This is an optimization exercise on Yosys and OpenROAD, whose aim is small area, not a production implementation. The RTL was checked by simulation tests, not by an equivalence proof against the original design. The clock port is modelled as an ideal driver; clocking choices that lean on that would not hold on a real chip. Power figures rest on the tool's default switching activity, not on a simulated workload.

maple:
==> flow/design.v <==
`default_nettype none
module morse (
    input wire clk,
    input wire RX,
    input wire[3:0] SW,  
    output wire LED_R,
    output wire LED_G,
    output wire LED_B
);
    wire rst = ~SW[0];
    reg [6:0] fc;
    reg       ft;
    wire fwrap = fc[6] & fc[3] & fc[2] & fc[1];       
    wire ftick = fwrap & ~ft;
    always @(posedge clk) begin
        if (rst) begin
            fc <= 0;
            ft <= 0;
        end else if (fwrap) begin
            fc <= 0;
            ft <= ~ft;
        end else begin
            fc <= fc + 1'b1;
        end
    end
    reg [6:0] pc;
    reg [2:0] q5;
    reg [5:0] q48;
    wire pwrap = &pc[6:2];                            
    wire q5wrap = q5[2];                              
    wire q48wrap = q48[5] & (&q48[3:0]);              
    wire btick = pwrap & q5wrap & ~q48[0];
    wire ltick = pwrap & q48wrap;
    always @(posedge clk) begin
        if (rst) begin
            pc <= 0;
            q5 <= 0;
            q48 <= 6'd24;
        end else if (pwrap) begin
            pc <= 0;
            q5 <= q5wrap ? 3'd0 : q5 + 1'b1;
            q48 <= q48wrap ? 6'd0 : q48 + 1'b1;
        end else begin
            pc <= pc + 1'b1;
        end
    end
    reg prev;
    reg rxv;
    reg [1:0] steady;
    always @(posedge clk) begin
        if (rst) begin
            prev <= 1;
            steady <= 0;
            rxv <= 1;
        end else if (ftick) begin
            if (steady == 2'b11) begin
                rxv <= prev;
                steady <= 0;
            end else if (prev == RX) begin
                steady <= steady + 1'b1;
            end else begin
                steady <= 0;
                prev <= RX;
            end
        end
    end
    reg [8:0] sr;
    reg [5:0] cur;
    wire idle = ~|sr;
    always @(posedge clk) begin
        if (rst) begin
            sr <= 0;
            cur <= 0;
        end else if (btick) begin
            if (sr[0]) begin
                sr <= 0;
                cur <= tr(sr[8:1]);
            end else begin
                sr <= {rxv ^ idle, sr[8:1]};
            end
        end
    end
    reg [4:0] w_addr;
    reg [4:0] r_addr;
    reg [5:0] last;
    reg warn;
    reg tick_d;
    reg rdy;
    reg [5:0] mem0, mem1, mem2, mem3, mem4, mem5, mem6, mem7, mem8, mem9;
    wire [4:0] w_next = {w_addr[3:0], ~w_addr[4]};
    wire [4:0] r_next = {r_addr[3:0], ~r_addr[4]};
    wire [9:0] ws = jdec(w_next);
    wire [9:0] rs = jdec(r_addr);
    wire full = (w_next == r_addr);
    wire pend = (cur != last);
    wire we = pend & ~full;
    always @(posedge clk) begin
        warn <= pend & full;
        tick_d <= ltick;
        if (rst) begin
            w_addr <= 0;
            last <= 0;
            mem0 <= 0;
        end else if (we) begin
            w_addr <= w_next;
            last <= cur;
            if (ws[0]) mem0 <= cur;
        end
        if (rst)
            r_addr <= 0;
        else if (tick_d & rdy & (r_addr != w_addr))
            r_addr <= r_next;
    end
    always @(posedge clk) begin
        if (we) begin
            if (ws[1]) mem1 <= cur;
            if (ws[2]) mem2 <= cur;
            if (ws[3]) mem3 <= cur;
            if (ws[4]) mem4 <= cur;
            if (ws[5]) mem5 <= cur;
            if (ws[6]) mem6 <= cur;
            if (ws[7]) mem7 <= cur;
            if (ws[8]) mem8 <= cur;
            if (ws[9]) mem9 <= cur;
        end
    end
    wire [5:0] code =
        ({6{rs[0]}} & mem0) | ({6{rs[1]}} & mem1) | ({6{rs[2]}} & mem2) |
        ({6{rs[3]}} & mem3) | ({6{rs[4]}} & mem4) | ({6{rs[5]}} & mem5) |
        ({6{rs[6]}} & mem6) | ({6{rs[7]}} & mem7) | ({6{rs[8]}} & mem8) |
        ({6{rs[9]}} & mem9);
    reg [2:0] j;
    reg [1:0] ph;
    wire elem = code[j];
    wire islast = ((code >> 2) >> j) == 0;               
    wire empty = ~|code[5:1];
    wire [1:0] ph_n = (ph == 2'd0 && !elem) ? 2'd3 : ph + 1'b1;
    always @(posedge clk) begin
        if (rst) begin
            rdy <= 1;
        end else if (ltick) begin
            if (rdy) begin
                rdy <= 0;
                j <= 0;
                ph <= 0;
            end else if (ph_n == 2'd3 && islast) begin
                rdy <= 1;
            end else begin
                ph <= ph_n;
                if (ph == 2'd3) j <= j + 1'b1;
            end
        end
    end
    assign LED_B = ~(~rdy & ~empty & (ph != 2'd3));
    assign LED_G = ~rdy;
    assign LED_R = ~warn;
    function [9:0] jdec(input [4:0] x);
        begin
            jdec[0] = ~x[4] & ~x[0];
            jdec[1] =  x[0] & ~x[1];
            jdec[2] =  x[1] & ~x[2];
            jdec[3] =  x[2] & ~x[3];
            jdec[4] =  x[3] & ~x[4];
            jdec[5] =  x[4] &  x[0];
            jdec[6] = ~x[0] &  x[1];
            jdec[7] = ~x[1] &  x[2];
            jdec[8] = ~x[2] &  x[3];
            jdec[9] = ~x[3] &  x[4];
        end
    endfunction
    function [5:0] tr(input [7:0] a);
        begin
            tr[0] = TR0[a];
            tr[1] = TR1[a];
            tr[2] = TR2[a];
            tr[3] = TR3[a];
            tr[4] = TR4[a];
            tr[5] = TR5[a];
        end
    endfunction
    localparam [255:0] TR0 = 256'h000000000000000000000000000000000712e89c0712e89c03c1000000000000;
    localparam [255:0] TR1 = 256'h000000000000000000000000000000000497b4a20497b4a20383000000000000;
    localparam [255:0] TR2 = 256'h0000000000000000000000000000000002a1ee4a02a1ee4a0307000000000000;
    localparam [255:0] TR3 = 256'h0000000000000000000000000000000003ee8c9003ee8c90020f000000000000;
    localparam [255:0] TR4 = 256'h000000000000000000000000000000000743154c0743154c001f000000000000;
    localparam [255:0] TR5 = 256'h00000000000000000000000000000000000000000000000003ff000000000000;
endmodule
==> flow/config.mk <==
export PLATFORM = sky130hd
export DESIGN_NAME = morse
export DESIGN_NICKNAME = morse
export VERILOG_FILES = /design/flow/design.v
export SDC_FILE = /design/flow/constraint.sdc
export NUM_CORES = 4
export LEC_CHECK = 0
export ABC_AREA = 1
export CAP_MARGIN = 20
export CORE_MARGIN = 2
export CORE_UTILIZATION = 75
export SLEW_MARGIN = 20
==> flow/constraint.sdc <==
create_clock -name core_clock -period 10.0 [get_ports {clk}]
set_input_delay 2.0000 -clock core_clock [delete_from_list [all_inputs] [get_ports {clk}]]
set_output_delay 2.0000 -clock core_clock [all_outputs]
set_load 0.01 [all_outputs]
run.sh (not shown) runs the stock make flow with config.mk's settings and CLKGATE_MAP_FILE= SYNTH_SCRIPT=/design/flow/synth_recipe.tcl, a recipe that flattens the netlist after the stock synthesis.
For fjord, these inputs were changed with respect to maple:
--- a/flow/config.mk
+++ b/flow/config.mk
@@ -6,7 +6,9 @@
 export NUM_CORES = 4
 export LEC_CHECK = 0
-export ABC_AREA = 1
 export CAP_MARGIN = 20
 export CORE_MARGIN = 2
-export CORE_UTILIZATION = 75
+export CORE_UTILIZATION = 40
+export CTS_BUF_LIST = sky130_fd_sc_hd__clkbuf_4
+export CTS_CLUSTER_DIAMETER = 100
+export CTS_CLUSTER_SIZE = 40
 export SLEW_MARGIN = 20
Summary — area of the multi-input gates, fjord relative to maple: higher, by 9.9%. Area added between synthesis and finish, maple and fjord: higher on maple. The smallest setup slack after layout of fjord falls short of that of maple by 0.33 ns.
Modified inputs, quartz compared to fjord
--- a/flow/config.mk
+++ b/flow/config.mk
@@ -9,6 +9,3 @@
 export CORE_MARGIN = 2
 export CORE_UTILIZATION = 40
-export CTS_BUF_LIST = sky130_fd_sc_hd__clkbuf_4
-export CTS_CLUSTER_DIAMETER = 100
-export CTS_CLUSTER_SIZE = 40
 export SLEW_MARGIN = 20
### Flow results
Per the comparison of quartz with fjord, total number of sequential cells was more or less identical, worst hold slack across all endpoints moved down, proportion of cell area occupied by registers lost 2.2 points. Combined global-route utilization of all metal layers ends up higher on quartz.

* * *

## v35
Another version of the RTL of morse (not shown whole).
Size in the first run: ~130 flip-flops, about 9 I/O pins, roughly 4600 um^2 of cells after synthesis.
## morse
module morse (
    input wire clk,
    input wire RX,
    input wire[3:0] SW,  
    output wire LED_R,
    output wire LED_G,
    output wire LED_B
);
    wire rst = ~SW[0];
    reg [6:0] fc;
    reg       ft;
    wire fwrap = (fc == 7'b1001001);
    wire ftick = fwrap & ~ft;
    always @(posedge clk) begin
        if (rst | fwrap)
            fc <= 0;
        else
            fc <= {fc[5:0], ~(fc[6] ^ fc[5])};
        if (rst)
            ft <= 0;
        else if (fwrap)
            ft <= ~ft;
    end
    reg [4:0] phase;
    reg [4:0] A;
    reg [2:0] B5;
    reg [4:0] B24;
    wire ph9 = phase[4] & ~phase[3];                  
    wire ph4 = ~phase[4] & phase[3];                  
    wire Awrap = A[4] & A[3];                         
    wire A12 = ~A[4] & A[3] & A[2] & ~A[1] & ~A[0];   
    wire B5wrap = B5[2];                              
    wire B24wrap = B24[4] & B24[2] & B24[1] & B24[0];  
    wire btick = ph4 & A12 & B5wrap;
    wire ltick = ph9 & Awrap & B24wrap;
    always @(posedge clk) begin
        if (rst) begin
            phase <= 0;
            A <= 0;
            B5 <= 3'd2;
            B24 <= 5'd12;
        end else begin
            phase <= {phase[3:0], ~phase[4]};
            if (ph9) begin
                A <= Awrap ? 5'd0 : A + 1'b1;
                if (Awrap) begin
                    B5 <= B5wrap ? 3'd0 : B5 + 1'b1;
                    B24 <= B24wrap ? 5'd0 : B24 + 1'b1;
                end
            end
        end
    end
    reg prev;
    reg rxv;
    reg [1:0] steady;
  ...
export LEC_CHECK = 0
export ABC_AREA = 1
export CAP_MARGIN = 20
export CORE_MARGIN = 2
export CORE_UTILIZATION = 40
export CTS_BUF_LIST = sky130_fd_sc_hd__clkbuf_4
export CTS_CLUSTER_DIAMETER = 60
export CTS_CLUSTER_SIZE = 20
export SLEW_MARGIN = 20
create_clock -name core_clock -period 10.0 [get_ports {clk}]
standard.sh (not shown) runs the stock make flow with config.mk's settings and CLKGATE_MAP_FILE= SYNTH_SCRIPT=/design/flow/synth_recipe.tcl, a recipe that flattens the netlist after the stock synthesis.
==> flow/flow/run.sh <==
#!/bin/bash
# The standard layout (standard.sh, ORFS's own scripts), with these changes:
# - synthesis maps the logic with an area-only ABC script
#   (flow/abc_area.script, picked up through ABC_AREA 1) in place of ORFS's,
#   which also buffers and sizes for speed; register mapping is unchanged;
# - clock tree synthesis inserts no dummy loads (CTS_ARGS);
# - the port buffers are buf_1 (BUFFER_PORTS_ARGS).
# ORFS's logs stay under orfs/logs; standard.sh's output goes to standard.log.
set -euo pipefail
here=$(pwd)
mkdir -p scripts
for f in "$FLOW_HOME"/scripts/*; do
  ln -sf "$f" scripts/
done
rm -f scripts/abc_area.script
cp flow/abc_area.script scripts/abc_area.script
export SCRIPTS_DIR="$here/scripts"
export CTS_ARGS="-sink_clustering_enable -repair_clock_nets -buf_list sky130_fd_sc_hd__clkbuf_4 -sink_clustering_size 12 -sink_clustering_max_diameter 50 -dont_use_dummy_load"
export BUFFER_PORTS_ARGS="-buffer_cell sky130_fd_sc_hd__buf_1"
bash standard.sh > "$here/standard.log" 2>&1
==> flow/flow/abc_area.script <==
strash
&get -n
&st
&dch
&nf -R 1000
&put
## Diff of input files: v23 against v35
-- flow/flow/run.sh --
<<< v35, line 16
cp flow/abc_area.script scripts/abc_area.script
export SCRIPTS_DIR="$here/scripts"
export CTS_ARGS="-sink_clustering_enable -repair_clock_nets -buf_list sky130_fd_sc_hd__clkbuf_4 -sink_clustering_size 12 -sink_clustering_max_diameter 50 -dont_use_dummy_load"
export BUFFER_PORTS_ARGS="-buffer_cell sky130_fd_sc_hd__buf_1"
bash standard.sh > "$here/standard.log" 2>&1
>>> v23, line 16
cp flow/abc_area.script scripts/abc_area.script
export SCRIPTS_DIR="$here/scripts"
export CTS_ARGS="-sink_clustering_enable -repair_clock_nets -buf_list sky130_fd_sc_hd__clkbuf_4 -sink_clustering_size 30 -sink_clustering_max_diameter 100 -dont_use_dummy_load"
export BUFFER_PORTS_ARGS="-buffer_cell sky130_fd_sc_hd__buf_1"
export PRE_CTS_TCL="$here/flow/pre_cts.tcl"
bash standard.sh > "$here/standard.log" 2>&1
==> flow/flow/pre_cts.tcl (new file) <==
set_max_fanout 40 [current_design]
Results
v23 closes out successfully: all stages finished, all timing, DRC and antenna checks passed. Amount of wire on met3 after detailed routing delta for v23 relative to v35: about 4.5% lower. Slowest cell on the critical path = clkdlybuf4s50_1: v23; slowest cell on the critical path = or4_1: v35. In v23, the DRC marker count from the first detailed-route iteration came out 5 above the value in v35. On internal cell power, v23 and v35 are basically level. Setup slack ended up 250 ps lower on v23 than on v35.

[what the ideal ports hide]
How much do the figures lean on ideal ports? The routed layouts below were timed once more, with nothing changed but the port constraints. Step 1: set_driving_cell puts a clkbuf_16 on clk and a buf_2 on each other input, an assumption about the parent block. Step 2 moves the port delays by t, midway between the first and last clock arrival at a register: inputs arrive t later, outputs are due t later. That takes back most of the time a late clock gives input paths. Slacks: ideal ports / drivers / drivers and shift; pairs: ideal ports / drivers.
| run | t, ns | setup WS [ns] | worst hold slack (ns) | worst setup path after step 2 | clock arrival spread, ns |
|---|---|---|---|---|---|
| maple | 0.547 | 5.045 / 5.013 / 5.438 | 0.445 / 0.445 / 0.445 | input to register | 0.012 / 0.012 |
| fjord | 0.569 | 4.716 / 4.682 / 5.251 | 0.459 / 0.459 / 0.459 | register to output | 0.022 / 0.022 |
| quartz | 0.451 | 4.852 / 4.814 / 5.265 | 0.451 / 0.451 / 0.451 | register to output | 0.012 / 0.011 |
| v35 | 0.538 | 6.222 / 6.189 / 6.294 | 0.299 / 0.299 / 0.299 | input to register | 0.039 / 0.039 |
| v23 | 0.534 | 5.969 / 5.980 / 5.445 | 0.300 / 0.300 / 0.300 | input to register | 0.037 / 0.037 |
After both steps every run listed still meets setup and hold. The setup slack of v23, which loses most, moves by +0.011 ns with the drivers and by -0.524 ns with both steps.
